What follows belongs to an exercise in optimizing a design on an open flow for small area, a short achievable clock period and few clock cycles; a production flow would make more cautious choices. RTL that was checked went through simulation tests only; none was proved equivalent to the original.

// cnn_accel
module cnn_accel (
    input         clk,
    input         rst_n,       
    input         cnn_start,   
    output        cnn_finish,  
    output        mem_we,
    output [19:0] mem_addr,
    output [15:0] mem_wdata,
    input  [15:0] mem_rdata
);
localparam P = 8;            
localparam S_IDLE  = 3'd0;
localparam S_INIT  = 3'd1;   
localparam S_X     = 3'd2;   
localparam S_W     = 3'd3;   
localparam S_WR    = 3'd4;   
localparam S_PR    = 3'd5;   
localparam S_PD    = 3'd6;   
localparam K_NONE = 2'd0;
localparam K_X    = 2'd1;
localparam K_W    = 2'd2;
localparam K_P    = 2'd3;
reg [2:0]  st;
reg        start_q;     
reg        fin_q;
reg        we_q;
reg [19:0] addr_q;
reg [15:0] wdata_q;
assign cnn_finish = fin_q;
assign mem_we     = we_q;
assign mem_addr   = addr_q;
assign mem_wdata  = wdata_q;
reg [4:0] lay;
wire [19:0] c_in      = ({20{lay[0]}} & 20'd2) | ({20{lay[1]}} & 20'd17906) | ({20{lay[2]}} & 20'd34306) | ({20{lay[3]}} & 20'd53890) | ({20{lay[4]}} & 20'd566914);  
wire [19:0] c_w       = ({20{lay[0]}} & 20'd3074) | ({20{lay[1]}} & 20'd21506) | ({20{lay[2]}} & 20'd35458) | ({20{lay[3]}} & 20'd54914) | ({20{lay[4]}} & 20'd567414);  
wire [19:0] c_out     = ({20{lay[0]}} & 20'd3506) | ({20{lay[1]}} & 20'd29698) | ({20{lay[2]}} & 20'd53890) | ({20{lay[3]}} & 20'd566914) | ({20{lay[4]}} & 20'd572414);  
wire [10:0] c_n       = ({11{lay[0]}} & 11'd27) | ({11{lay[1]}} & 11'd256) | ({11{lay[2]}} & 11'd288) | ({11{lay[3]}} & 11'd1024) | ({11{lay[4]}} & 11'd500);  
  ...
==> flow/config.mk <==
export PLATFORM = sky130hd
export DESIGN_NAME = cnn_accel
export DESIGN_NICKNAME = cnn_accel
export VERILOG_FILES = /design/flow/design.v
export SDC_FILE = /design/flow/constraint.sdc
export NUM_CORES = 4
export LEC_CHECK = 0
export CAP_MARGIN = 20
export CORE_MARGIN = 2
export CORE_UTILIZATION = 65
export CTS_CLUSTER_DIAMETER = 80
export CTS_CLUSTER_SIZE = 24
export SLEW_MARGIN = 20
==> flow/constraint.sdc <==
create_clock -name core_clock -period 20.0 [get_ports {clk}]
set_input_delay 4.0000 -clock core_clock [delete_from_list [all_inputs] [get_ports {clk}]]
set_output_delay 4.0000 -clock core_clock [all_outputs]
set_load 0.01 [all_outputs]
standard.sh (not shown) runs the stock make flow with config.mk's settings and CLKGATE_MAP_FILE= SYNTH_SCRIPT=/design/flow/synth_recipe.tcl, a recipe that flattens the netlist after the stock synthesis.
==> flow/flow/run.sh <==
#!/bin/bash
# The standard layout (the standard.sh: ORFS with the standard synthesis,
# floorplan, power grid and tap cells), with one change: every input and
# output port is still given its own buffer, but a plain sky130 buffer
# (buf_2) instead of the delay cell (clkdlybuf4s50_1) buffer_ports picks by
# default, which adds about 0.6 ns to every path into or out of the design.
set -euo pipefail
export BUFFER_PORTS_ARGS="-buffer_cell sky130_fd_sc_hd__buf_2"
bash standard.sh > standard_make.log 2>&1
Next try:
--- a/flow/design.v
+++ b/flow/design.v
@@ -467,57 +467,18 @@
 wire fs89 = tfs89 ^ 1'b1;
 wire fc89 = (fc65 & hs17) | (tfs89 & 1'b1);
 wire [27:0] ra = {fc88, fc87, fc86, fc85, fc84, fc83, fc82, fc81, fc80, fc79, fc78, fc77, fc76, fc75, fc74, fc73, fc72, fc71, fc70, fc69, fc68, fc67, fc66, hc19, hc18, hs18, pp_0_1, pp_0_0};
 wire [27:0] rb = {fs89, fs88, fs87, fs86, fs85, fs84, fs83, fs82, fs81, fs80, fs79, fs78, fs77, fs76, fs75, fs74, fs73, fs72, fs71, fs70, fs69, fs68, fs67, fs66, hs19, neg[1], 1'b0, neg[0]};
 wire [12:0] lo = {1'b0, ra[11:0]} + {1'b0, rb[11:0]};
 assign s = ra[27:12];
 assign c = rb[27:12];
 assign c12 = lo[12];
 endmodule
-module bk_add #(parameter W = 16, parameter L = 5) (   
-    input  [W-1:0] a,
-    input  [W-1:0] b,
-    input          ci,
-    output [W-1:0] s
-);
-wire [W:0] g0 = {a & b, ci};
-wire [W:0] p0 = {a ^ b, 1'b0};
-wire [W:0] g [0:2*L];
-wire [W:0] p [0:2*L];
-assign g[0] = g0;
-assign p[0] = p0;
-genvar lv, i;
-generate
-    for (lv = 0; lv < L; lv = lv + 1) begin : up
-        for (i = 0; i <= W; i = i + 1) begin : b
-            if ((i % (2 << lv)) == ((2 << lv) - 1)) begin : m
-                assign g[lv+1][i] = g[lv][i] | (p[lv][i] & g[lv][i - (1 << lv)]);
-                assign p[lv+1][i] = p[lv][i] & p[lv][i - (1 << lv)];
-            end else begin : k
-                assign g[lv+1][i] = g[lv][i];
-                assign p[lv+1][i] = p[lv][i];
-            end
-        end
-    end
-    for (lv = L - 2; lv >= 0; lv = lv - 1) begin : dn
-        for (i = 0; i <= W; i = i + 1) begin : b
-            if (i >= (3 << lv) - 1 && ((i + 1 - (1 << lv)) % (2 << lv)) == 0) begin : m
-                assign g[2*L-1-lv][i] = g[2*L-2-lv][i] | (p[2*L-2-lv][i] & g[2*L-2-lv][i - (1 << lv)]);
-                assign p[2*L-1-lv][i] = p[2*L-2-lv][i] & p[2*L-2-lv][i - (1 << lv)];
-            end else begin : k
-                assign g[2*L-1-lv][i] = g[2*L-2-lv][i];
-                assign p[2*L-1-lv][i] = p[2*L-2-lv][i];
-            end
-        end
-    end
-endgenerate
-assign s = p0[W:1] ^ g[2*L-1][W-1:0];
-endmodule
 module cnn_accel (
     input         clk,
     input         rst_n,       
     input         cnn_start,   
     output        cnn_finish,  
     output        mem_we,
     output [19:0] mem_addr,
     output [15:0] mem_wdata,
     input  [15:0] mem_rdata
@@ -605,20 +566,19 @@
     case (st)
     S_X:     ainc <= n_tr1 ? (!n_lg ? c_xlg : n_loc ? c_xlr : c_xlp) :
                      !n_kc ? 20'd1 : !n_kr ? c_xrow : c_xch;
     S_W:     ainc <= !last_k ? {9'd0, c_n} : f_tr1 ? 20'd1 : c_wnext;
     S_WR:    ainc <= !last_k ? c_ohsq : f_lg ? c_wapos7 : c_ohsq;
     default: ainc <= (k == 4'd4) ? (n_prow ? 20'd1 : c_pup) :
                      (k == 4'd1) ? c_pdown : 20'd1;
     endcase
 end
-wire [19:0] a_add;
-bk_add #(.W(20), .L(5)) u_aadd (.a(addr_q), .b(ainc), .ci(1'b0), .s(a_add));
+wire [19:0] a_add = addr_q + ainc;
 always @(posedge clk or negedge rst_n) begin
     if (!rst_n) begin
         st      <= S_IDLE;
         start_q <= 1'b0;
         fin_q   <= 1'b0;
         we_q    <= 1'b0;
     end else begin
         start_q <= cnn_start;
         fin_q   <= 1'b0;
@@ -762,20 +722,19 @@
 wire [15:0] ms, mc;
 wire        mc12;
 mul_cs u_mul (.one(x_one), .two(x_two), .neg(x_neg), .w(rd_q),
               .s(ms), .c(mc), .c12(mc12));
 wire [15:0] base = e_f ? 16'd0 : ring[P];
 wire [15:0] qs   = e_v ? ps : 16'd0;
 wire [15:0] qc   = e_v ? pc : 16'd0;
 wire [15:0] as   = base ^ qs ^ qc;
 wire [15:0] ac   = (base & qs) | (base & qc) | (qs & qc);
-wire [15:0] acc;
-bk_add #(.W(16), .L(5)) u_acc (.a(as), .b({ac[14:0], e_v & pc12}), .ci(1'b0), .s(acc));
+wire [15:0] acc  = as + {ac[14:0], e_v & pc12};
 integer j;
 always @(posedge clk) begin
     rd_q <= mem_rdata;
     if (d3_kind == K_X) begin
         x_one <= b_one;
         x_two <= b_two;
         x_neg <= b_neg;
     end
     ps   <= ms;
Worst hold slack stays flat; cell area came out higher slightly; count of clock-buffer cells in the layout is unchanged; maximum frequency hardly moves; routed wire length goes up by a few percent; core utilization is higher by 0.35 points; worst setup slack gains 0.0071 ns; non-clock buffer count went up by 9; via count goes up by a few percent; area after synthesis grows slightly; first-iteration DRC count goes up by roughly a tenth; sequential cell count stays the same.
Testbench counts after the change, summed over its fixed seeds: cycles 8,190,648.
Only the layout flow was run in the first run of this note; the RTL was not checked for function there.


== P ==
RTL: one of the versions met above, not the one the previous note started from.
Size in the first run: roughly 2100 cells after synthesis, roughly 400 flip-flops, about 57 I/O pins, ~22000 µm² of cells after synthesis.
==> flow/design.v (excerpt) <==
module cnn_accel (
    input         clk,
    input         rst_n,       
    input         cnn_start,   
    output        cnn_finish,  
    output        mem_we,
    output [19:0] mem_addr,
    output [15:0] mem_wdata,
    input  [15:0] mem_rdata
);
clock: 20.0 ns
lec_check: 0
cap_margin: 20
core_margin: 2
core_utilization: 40
slew_margin: 20
Scripts as last shown in full above: flow/flow/run.sh
Testbench counts of P, summed over its fixed seeds: cycles 8,190,648.
--- input diff P..Q ---
--- a/flow/design.v
+++ b/flow/design.v
@@ -489,21 +489,20 @@
 localparam S_X     = 3'd2;   
 localparam S_W     = 3'd3;   
 localparam S_WR    = 3'd4;   
 localparam S_PR    = 3'd5;   
 localparam S_PD    = 3'd6;   
 localparam K_NONE = 2'd0;
 localparam K_X    = 2'd1;
 localparam K_W    = 2'd2;
 localparam K_P    = 2'd3;
 reg [2:0]  st;
-reg        start_q;     
 reg        fin_q;
 reg        we_q;
 reg [19:0] addr_q;
 reg [15:0] wdata_q;
 assign cnn_finish = fin_q;
 assign mem_we     = we_q;
 assign mem_addr   = addr_q;
 assign mem_wdata  = wdata_q;
 reg [4:0] lay;
 wire [19:0] c_in      = ({20{lay[0]}} & 20'd2) | ({20{lay[1]}} & 20'd17906) | ({20{lay[2]}} & 20'd34306) | ({20{lay[3]}} & 20'd53890) | ({20{lay[4]}} & 20'd566914);  
@@ -534,64 +533,57 @@
 reg [19:0] wt;          
 reg [19:0] wa;          
 reg [11:0] tr;          
 reg [1:0]  kc, kr;      
 reg [3:0]  k;           
 reg [5:0]  og;          
 reg [4:0]  oc, orow;    
 reg        ft;          
 reg        pv;          
 reg [1:0]  wsel;        
-wire n_tr1  = (tr == 12'd1);
-wire n_kc   = (kc == c_kmax);
-wire n_kr   = (kr == c_kmax);
-wire n_lg   = (og == c_gmax);
-wire n_loc  = (oc == c_ohmax);
-wire n_prow = (oc[3:0] == c_pomax);
 reg f_tr1, f_skip, f_kc, f_kr, f_lg, f_loc, f_lpos, f_prow;
 always @(posedge clk) begin
-    f_tr1  <= n_tr1;
+    f_tr1  <= (tr == 12'd1);
     f_skip <= c_skip && (tr == 12'd4);
-    f_kc   <= n_kc;
-    f_kr   <= n_kr;
-    f_lg   <= n_lg;
-    f_loc  <= n_loc;
-    f_lpos <= n_loc && (orow == c_ohmax);
-    f_prow <= n_prow;
+    f_kc   <= (kc == c_kmax);
+    f_kr   <= (kr == c_kmax);
+    f_lg   <= (og == c_gmax);
+    f_loc  <= (oc == c_ohmax);
+    f_lpos <= (oc == c_ohmax) && (orow == c_ohmax);
+    f_prow <= (oc[3:0] == c_pomax);
 end
 wire last_k = (k == P - 1);
 reg [1:0]  i_kind;      
 reg        i_f;         
 reg  [19:0] ainc;
-always @(posedge clk) begin
+always @(*) begin
     case (st)
-    S_X:     ainc <= n_tr1 ? (!n_lg ? c_xlg : n_loc ? c_xlr : c_xlp) :
-                     !n_kc ? 20'd1 : !n_kr ? c_xrow : c_xch;
-    S_W:     ainc <= !last_k ? {9'd0, c_n} : f_tr1 ? 20'd1 : c_wnext;
-    S_WR:    ainc <= !last_k ? c_ohsq : f_lg ? c_wapos7 : c_ohsq;
-    default: ainc <= (k == 4'd4) ? (n_prow ? 20'd1 : c_pup) :
-                     (k == 4'd1) ? c_pdown : 20'd1;
+    S_X:     ainc = wsel[1] ? c_wapos7 : ft ? c_ohsq : c_wnext;
+    S_W:     ainc = (k != 4'd0) ? {9'd0, c_n} :
+                    f_tr1 ? (!f_lg ? c_xlg : f_loc ? c_xlr : c_xlp) :
+                    !f_kc ? 20'd1 : !f_kr ? c_xrow : c_xch;
+    S_WR:    ainc = (k != 4'd0) ? c_ohsq : 20'd1;
+    default: ainc = (k == 4'd0) ? (f_prow ? 20'd1 : c_pup) :
+                    (k == 4'd2) ? c_pdown : 20'd1;
     endcase
 end
 wire [19:0] a_add = addr_q + ainc;
 always @(posedge clk or negedge rst_n) begin
     if (!rst_n) begin
-        st      <= S_IDLE;
-        start_q <= 1'b0;
-        fin_q   <= 1'b0;
-        we_q    <= 1'b0;
+        st    <= S_IDLE;
+        fin_q <= 1'b0;
+        we_q  <= 1'b0;
     end else begin
-        start_q <= cnn_start;
-        fin_q   <= 1'b0;
-        we_q    <= 1'b0;
+        fin_q <= 1'b0;
+        we_q  <= 1'b0;
         case (st)
-        S_IDLE:  if (start_q) st <= S_INIT;
+        S_IDLE:  if (cnn_start) st <= S_INIT;
         S_INIT:  st <= S_X;
         S_X:     st <= S_W;
         S_W:     if (last_k) st <= f_tr1 ? S_WR : S_X;
         S_WR: begin
             we_q <= !(f_lg && c_orem != 3'd0 && k >= c_orem);
             if (last_k) begin
                 if (!f_lg || !f_lpos)     st <= S_X;
                 else if (lay[0] | lay[1]) st <= S_PR;
                 else if (lay[4]) begin fin_q <= 1'b1; st <= S_IDLE; end
                 else                      st <= S_INIT;
In the tables for P and Q, global-route usage over all layers reads lower with P.
Q ended up with a higher cell area after placement than P did.
Of P and Q, Q shows the lower fraction of area in registers, with P above it.
Of P and Q, the lower shortest clock period the worst path allows after layout belongs to P.
[compare] base=P new=Q: via count increased by 730 relative to the old numbers; portion of the layout cell area used by non-clock buffers essentially unchanged; register-to-register setup slack dropped 1.41 ns; cell count shows an increase of 73.
The final net count in Q was higher than what P gave.
Q: PASS, flow complete, no timing, DRC or antenna violations
Testbench counts of Q, summed over its fixed seeds: cycles 8,190,645.

-- port drivers added, routing unchanged --
The results above use ideal ports. As a check the final layouts listed here were re-extracted and re-timed, cells and wires unchanged.
Step 1 sets driving cells, clkbuf_16 on the clock port and buf_2 on the other inputs (assumed; they add their load-dependent delay and slew).
Step 2 also shifts input and output timing later by t, the mid clock arrival at the registers, as if the neighbouring blocks saw the same clock.
Slacks: ideal ports / drivers / drivers and shift; pairs: ideal ports / drivers.
| run | t, ns | slack for setup (ns) | latest minus earliest clock arrival (ns) | worst register clock-pin slew, ns | worst slew at a driven data input, ns |
|---|---|---|---|---|---|
| the first run of note 1 | 0.595 | 14.879 / 14.828 / 15.424 | 0.039 / 0.039 | 0.10 / 0.10 | 0.03 |
| the second run of note 1 | 0.597 | 14.887 / 14.835 / 15.431 | 0.028 / 0.029 | 0.10 / 0.10 | 0.04 |
| P | 0.623 | 14.852 / 14.797 / 15.420 | 0.048 / 0.047 | 0.07 / 0.07 | 0.04 |
| Q | 0.626 | 14.611 / 14.611 / 14.611 | 0.024 / 0.024 | 0.07 / 0.07 | 0.03 |
After both steps every run listed still meets setup and hold.
